What follows belongs to an exercise in optimizing a design on an open flow for small area, a short achievable clock period and few clock cycles; a production flow would make more cautious choices.
Function was checked by simulation only, so behaviour that the tests miss may differ from the original.
Power is estimated from default activity; no workload was simulated.

## flow/design.v (module list and top-level ports; edited modules follow where they fit)
// module adder: 6030 lines
// module g_inv: 3 lines
// module g_nand2: 3 lines
// module g_nor2: 3 lines
// module g_nor2b: 3 lines
// module g_xor2: 3 lines
// module g_xnor2: 3 lines
// module g_a21oi: 3 lines
// module g_o21ai: 3 lines
module adder(
    input wire [380:0] A,
    input wire [380:0] B,
    input wire clk,
    input wire reset,
    input wire start,
    output wire [380:0] S,
    output wire carry,
    output wire done
);
  // ...
==> flow/flow/run.sh <==
#!/bin/bash
# Own flow: the standard layout through standard.sh, with three changes:
#  - during synthesis, SYNTH_CANONICALIZE_TCL (flow/map_gates.tcl) turns the
#    RTL's g_* gate modules into the sky130 cells they stand for, so the carry
#    network keeps the structure the RTL gives it; everything else, the
#    registers and their names included, is the standard synthesis;
#  - every input and output port is buffered by a plain buf_1 instead of the
#    delay buffer buffer_ports picks by default;
#  - the pins may also go on met4 (besides met2 and met3), so that the 1148
#    pins fit on the edge of a smaller die.
# make's full output goes to flow_make.log; ORFS keeps each step's log too.
set -euo pipefail
here=$(pwd)
bash standard.sh "SYNTH_CANONICALIZE_TCL=$here/flow/map_gates.tcl" \
  "BUFFER_PORTS_ARGS=-buffer_cell sky130_fd_sc_hd__buf_1" \
  "IO_PLACER_V=met2 met4" finish > flow_make.log 2>&1
==> flow/flow/map_gates.tcl <==
# Turn the g_* gate modules of the RTL into the sky130 cells they stand for.
foreach {g c} {g_inv inv_1 g_nand2 nand2_1 g_nor2 nor2_1 g_nor2b nor2b_1 g_xor2 xor2_1 g_xnor2 xnor2_1 g_a21oi a21oi_1 g_o21ai o21ai_1} {
  chtype -map $g sky130_fd_sc_hd__$c
}
hierarchy -top $::env(DESIGN_NAME)
==> flow/standard.sh <==
#!/bin/bash
# synth_recipe.tcl (not shown) runs the flow's synth.tcl, then flattens the netlist and writes it again
# the make line also repeats each setting of config.mk as NAME=value (left out here)
make -C /OpenROAD-flow-scripts/flow DESIGN_CONFIG=/design/flow/config.mk WORK_HOME=/design/flow/orfs CLKGATE_MAP_FILE= SYNTH_SCRIPT=/design/flow/synth_recipe.tcl "${@:-finish}"
==> flow/config.mk <==
export PLATFORM = sky130hd
export DESIGN_NAME = adder
export DESIGN_NICKNAME = adder
export VERILOG_FILES = /design/flow/design.v
export SDC_FILE = /design/flow/constraint.sdc
export NUM_CORES = 4
export LEC_CHECK = 0
export CAP_MARGIN = 20
export CORE_AREA = 5 5 265 265
export DIE_AREA = 0 0 270 270
export SETUP_SLACK_MARGIN = 1.5
export SLEW_MARGIN = 20
==> flow/constraint.sdc <==
create_clock -name core_clock -period 5.0 [get_ports {clk}]
set_input_delay 1.0000 -clock core_clock [delete_from_list [all_inputs] [get_ports {clk}]]
set_output_delay 1.0000 -clock core_clock [all_outputs]
set_load 0.01 [all_outputs]
==> results.txt, run 1 <==
Status
The flow ran to the end and the layout has no timing, DRC or antenna violations.

Critical path
The signal on the critical path passes through buf_1 > nor2_2 > nor2_2 > nand2_1 > nor2_2 > nand2_1 > o21ai_2 > a21oi_1 > o21ai_1 > a21oi_1 > o21ai_2 > buf_4 > inv_1 > o21ai_1 > a21oi_1 > o21ai_1 > xor2_1. The critical path ends at sum_q[295]$_DFFE_PP_. The required time of the critical path is 5.32 ns.

The register-to-register path setup slack is 4.42 ns. Broken down by cell family, the worst path's largest delay share belongs to compound AO/OA/AOI/OAI gates. The worst register-to-register path begins at done_q$_SDFFE_PP0P_. Counting both buffers and inverters, the worst setup path holds a total of 3. Counting buffers and inverters, the worst setup path is 17 cells deep.

Pwr
The maximum ir drop on the vdd rail is 0.240 mV. Of the total power, the share spent switching nets is 0.355. The group that draws the most power in this run is sequential cells. The clock network power is 3370 uW.

STA
The number of failing hold endpoints at the final stage came to 0. Clock skew on the completed layout was measured at 0 ns. The worst hold slack is 0.473 ns. Setup slack closes at 1.51 ns. Static timing analysis puts the maximum clock frequency at about 290 MHz.

Worst hold path
The path with the worst hold slack has its endpoint at done_q$_SDFFE_PP0P_.

Logic synthesis
The post-synthesis cell area is 26,700 um2. In the synthesized netlist the dominant register cell turns out to be edfxtp_1. By area, the combinational part of the netlist is dominated by simple AND/OR/NAND/NOR gates.

Place
Counting tap cells, the placed design contains a total of 5,439 instances. Timing analysis after detailed placement gives a worst setup slack of 0.360 ns. The global placement routability congestion is 1.08.

Die
For this design the top-level I/O count stands at 1,148. In this run the vertical extent of the chip is 270 um.

Run
The number of max-capacitance violations reported is 0.

Drt
The number of antenna-violating nets in the routed design is 0. The met3 wirelength from detailed routing is 13.2 mm. After detailed routing, the wire length on met1 is a little under 50 mm. The remaining design rule violation count is 0.

Global route
The pin count of the biggest net entering global routing is 91. The overall global routing resource usage is 0.359. For this run, global-route usage on met3 was measured as 0.119.

Finish
Ranked by flip-flop count, first place goes to sum_q. Once layout is done, the placed cells without fillers occupy ~35,000 um2. After the last flow step, the layout net total stands at approximately 5.4k. The clock buffer instance count of the final layout is 56. The fraction of final cell area spent on non-clock buffers in this run is 0.134.

CTS
After clock tree synthesis, the clock-pin slew on the worst setup and hold paths is approximately 0.06 ns. The number of gates resized after CTS was 67. For this design, the sink count on the clock tree is 383.
Testbench counts, summed over its fixed seeds: cycles 200.
==> run 2, diff against run 1 <==
--- a/flow/config.mk
+++ b/flow/config.mk
@@ -9,4 +9,4 @@
 export CORE_AREA = 5 5 265 265
 export DIE_AREA = 0 0 270 270
-export SETUP_SLACK_MARGIN = 1.5
+export SETUP_SLACK_MARGIN = 1.8
 export SLEW_MARGIN = 20
==> run 2 against run 1 <==
Still clean. Critical path depth decreased by 1. Wire length shrank 0.46%. Synthesized cell count is the same. Final area grew 6.1%. First-iteration DRC count shrank 14%. Clock power is 5% higher. Via count rose by 0.90%. Global-route usage is 0.48 points lower.
==> results.txt, run 2 <==
Critical path
The launch point of the worst reg-to-reg path is done_q$_SDFFE_PP0P_ (unchanged). The critical setup path kind is input port to flop (unchanged). The peak fanout along the critical path is 3 (unchanged). The delay of the slowest critical-path stage is 0.27 ns (was 0.26 ns). The data arrival at the endpoint of the critical path is 3.56 ns (was 3.81 ns).

The kind of end point of the critical path is a flop (unchanged). The total number of cells along the worst setup path came to 16 (was 17). The kind of cell with the highest combined delay on the critical path is compound AO/OA/AOI/OAI gates (unchanged). The buffers plus inverters on the worst setup path is 2 (was 3). The length in cells of the worst reg-to-reg path is 1 (unchanged). The reg-to-reg endpoint is done_q$_SDFFE_PP0P_ (unchanged).

Cells along the critical path: buf_1 > nor2_1 > o21ai_1 > a21oi_2 > o21ai_2 > a21oi_2 > o21ai_1 > a21oi_1 > o21ai_1 > a21oi_2 > o21ai_4 > inv_1 > o21ai_2 > a21oi_2 > o21ai_1 > xor2_1 (was buf_1 > nor2_2 > nor2_2 > nand2_1 > nor2_2 > nand2_1 > o21ai_2 > a21oi_1 > o21ai_1 > a21oi_1 > o21ai_2 > buf_4 > inv_1 > o21ai_1 > a21oi_1 > o21ai_1 > xor2_1). The sort of element at the start of the critical path is an input port (unchanged). The register-to-register path setup slack is 4.42 ns (about the same). The required time of the critical path is 5.34 ns (was 5.32 ns).

The critical path's slowest cell is a21oi_2 (was o21ai_2).

STA
The slew of the pin with the lowest slew margin is 0.864 ns (was 0.926 ns). The post-route clock period utilization is 0.644 (was 0.698). The final-report setup violation count is 0 (unchanged). The final worst-path setup slack is 1.78 ns (was 1.51 ns). The headroom to the max-slew limit came to 0.424 (was 0.382). The final critical-path required period came to 3.22 ns (was 3.49 ns). The number of failing hold endpoints at the final stage is 0 (unchanged). The setup skew after layout is 0 ns (unchanged). The setup TNS was 0 ns (unchanged). The fmax was 310 MHz (was 287 MHz). RSZ-0062 raised after global routing: true (unchanged). The total count of max-transition violations in the final report is 0 (unchanged).

Global route
The number of global-route vias before repair came to 27.7k (was 27.5k). The pin count of the biggest net entering global routing is 90 (was 91). The sum of overflow across all layers after global routing is 0 (unchanged). The overall global routing resource usage is 0.354 (was 0.359). The global-route wire length before repair came to 189 mm (was 190 mm). The initial antenna violation count is 84 (was 86).

Die
The number of core rows is 95 (unchanged). The die footprint is 72,900 um2 (unchanged). The placeable core region is 67,200 um2 (unchanged). The width of the die is 270 um (unchanged). The starting density of the core is 0.398 (unchanged).

The count of pins on the block boundary is 1,148 (unchanged). The vertical die dimension is 270 um (unchanged).

Logic synthesis
The mean post-synth cell area is 7.89 um2 (unchanged). Top cells by count, synth: nor2_1, nand2_1, o21ai_1, edfxtp_1, nor2b_1 (unchanged). The top cell type's share of synthesized area came to 0.429 (unchanged). The most frequently used flop master after synthesis is edfxtp_1 (unchanged). The number of warnings printed during yosys synthesis is 1 (unchanged). The post-synthesis cell area is 26,700 um2 (unchanged). The library cell occupying the most area in the post-synthesis netlist is edfxtp_1 (unchanged).

The share of async-settable or async-resettable flops after synthesis came to 0 (unchanged). The net count after synthesis is 4,152 (unchanged). Cells taking the most area after synthesis: edfxtp_1, o21ai_1, nor2_1 (unchanged).

The number of storage elements in the synthesis netlist came to 383 (unchanged). The sequential-to-total area share from yosys stat is 0.430 (unchanged). The number of cells produced by synthesis is 3,387 (unchanged). The most frequent cell after synthesis is nor2_1 (unchanged). The count of distinct cell types in the synthesized netlist is 11 (unchanged).

The number of flops mapped to enable cells by yosys is 382 (unchanged).

Drt
The remaining design rule violation count is 0 (unchanged). The detailed-route wire length per cell is 24.7 um (was 25.0 um). The detailed router's first-iteration violation count came to 2,221 (was 2,570).

The number of antenna-violating nets in the routed design is 0 (unchanged). The number of iterations in the first detailed-routing pass came to 8 (was 7). The routed via count came to 29.7k (was 29.5k).

The final wirelength is 139 mm (was 140 mm). The ratio of routed vias to standard cells came to 5.27 (was 5.26).

Finish
Biggest regs: sum_q (382), done_q (1) (unchanged). The most frequent standard cell in the layout excluding fill and tap cells is buf_1 (unchanged). The share of layout cells above drive strength 1 was 0.159 (was 0.0676).

The utilization after layout is 0.554 (was 0.522). The most flop-heavy register is sum_q (unchanged). Most used cells in the layout excluding fill and tap cells: buf_1, nand2_1, nor2_1 (was buf_1, nor2_1, nand2_1).

The flip-flop count of the largest register after layout came to 382 (unchanged). The layout net count is 5,425 (was 5,395). The relative area change from synthesis to final layout was 39.1% (was 31.1%).

Worst hold path
The number of cells on the worst hold path is 1 (unchanged). The destination of the worst hold path is done_q$_SDFFE_PP0P_ (unchanged). The launch point of the worst hold path is done_q$_SDFFE_PP0P_ (unchanged). The path class of the lowest-slack min-delay path is flop to flop (unchanged).

CTS
The clock-pin slew of the registers on the worst-case setup and hold paths is 0.06 ns (about the same). The clock tree from TritonCTS is built (unchanged). The deepest level of the CTS H-tree was 2 (unchanged). The deepest clock path buffer count is 3 (unchanged). The cts-stage hold buffer count is 0 (unchanged).

The number of clock sinks came to 383 (unchanged). The clock tree root driver cell is clkbuf_16 (unchanged). The clock insertion delay at the later pin of the skew report is 0.59 ns (was 0.58 ns). The CTS buffer count is 47 (unchanged).

Place
The worst slack at placement is 0.461 ns (was 0.360 ns). The port buffer count is 1,147 (unchanged). The half-perimeter wire length after detailed placement is 120 mm (was 122 mm). The global placement routability congestion is 1.04 (was 1.08).

Pwr
The maximum ir drop on the vdd rail is 0.255 mV (was 0.240 mV). The static leakage is 0.0128 uW (was 0.0123 uW). The power per unit of standard cell area is 318 nW/um2 (was 325 nW/um2). The total power is 11,800 uW (was 11,400 uW).

Run
The number of max-capacitance violations reported is 0 (unchanged).

Status
Run status: no timing/DRC/antenna violations (unchanged).
-- run 2: through the flow --
step	std cells	hold slack (ns)	area [um2]
after floorplan	3387	0.516	26900
after global placement	5428	0.454	32500
after detailed placement	5428	0.466	32500
after CTS	5533	0.481	35100
after global routing	5625	0.505	37100
final	5641	0.480	37200
-- run 2: area by class of cell --
| class | instances | area, um2 |
|---|---|---|
| Antenna cell | 72 | 180 |
| Clock buffer | 60 | 1270 |
| Clock inverter | 25 | 273 |
| Fill cell | 6610 | 30000 |
| Inverter | 96 | 379 |
| Multi-Input combinational cell | 2908 | 17500 |
| Sequential cell | 383 | 11500 |
| Tap cell | 873 | 1090 |
| Timing Repair Buffer | 1224 | 5020 |
-- run 2: worst max path at each step --
stage	start	to	slack (ns)
after global placement	A[5]	sum_q[183]$_DFFE_PP_	0.43
after global routing	A[285]	sum_q[295]$_DFFE_PP_	1.63
after CTS	A[117]	sum_q[287]$_DFFE_PP_	1.70
after floorplan	B[0]	sum_q[359]$_DFFE_PP_	1.70
final	A[125]	sum_q[319]$_DFFE_PP_	1.78
after detailed placement	B[0]	sum_q[359]$_DFFE_PP_	0.46
-- run 2: where the power goes --
group / switching (uW) / total [uW] / internal [uW]
Sequential: 208 / 4430 / 4230
Combinational: 2580 / 3860 / 1280
Clock: 1430 / 3530 / 2090
-- run 2: routing by layer --
metal,GRT usage,vias up,part of all wire
li1,-,14127,-
met1,0.376,13546,0.35
met2,0.593,1435,0.47
met3,0.125,592,0.095
met4,0.239,28,0.085
met5,0,-,0.0012
-- run 2: cell families after synthesis --
| logic type | after synthesis | share of synthesized area |
|---|---|---|
| AO/OA/AOI/OAI | 883 | 0.166 |
| buffers and inverters | 96 | 0.0135 |
| AND/OR/NAND/NOR | 1645 | 0.267 |
| flip-flops | 383 | 0.430 |
| XOR/XNOR | 380 | 0.125 |
-- run 2: repair_timing --
action | CTS | global route
gates resized for setup | 238 | 471
setup buffers | 20 | 36
pin swaps | 20 | 83
setup endpoints to repair | 263 | 189

separate check: timing with driven ports:
In the flow no input, the clock included, has a driving cell. The finished layouts below were timed again as built, in two steps.
Step 1, drivers: a clkbuf_16 drives clk and a buf_2 each remaining input, both assumed.
Step 2 also shifts input and output timing later by t, the mid clock arrival at the registers, as if the neighbouring blocks saw the same clock.
Slacks: ideal / step 1 / step 2; pairs: ideal / step 1.
run | t (ns) | setup slack, ns | clock arrival spread, ns | cell pins on the clock port's net
run 1 | 0.637 | 1.510 / 1.497 / 0.860 | 0.029 / 0.030 | 1
run 2 | 0.652 | 1.779 / 1.790 / 1.138 | 0.020 / 0.020 | 1
After both steps setup and hold are still met in every run listed. The setup slack of run 1, which loses most, moves by -0.013 ns with the drivers and by -0.650 ns with both steps.
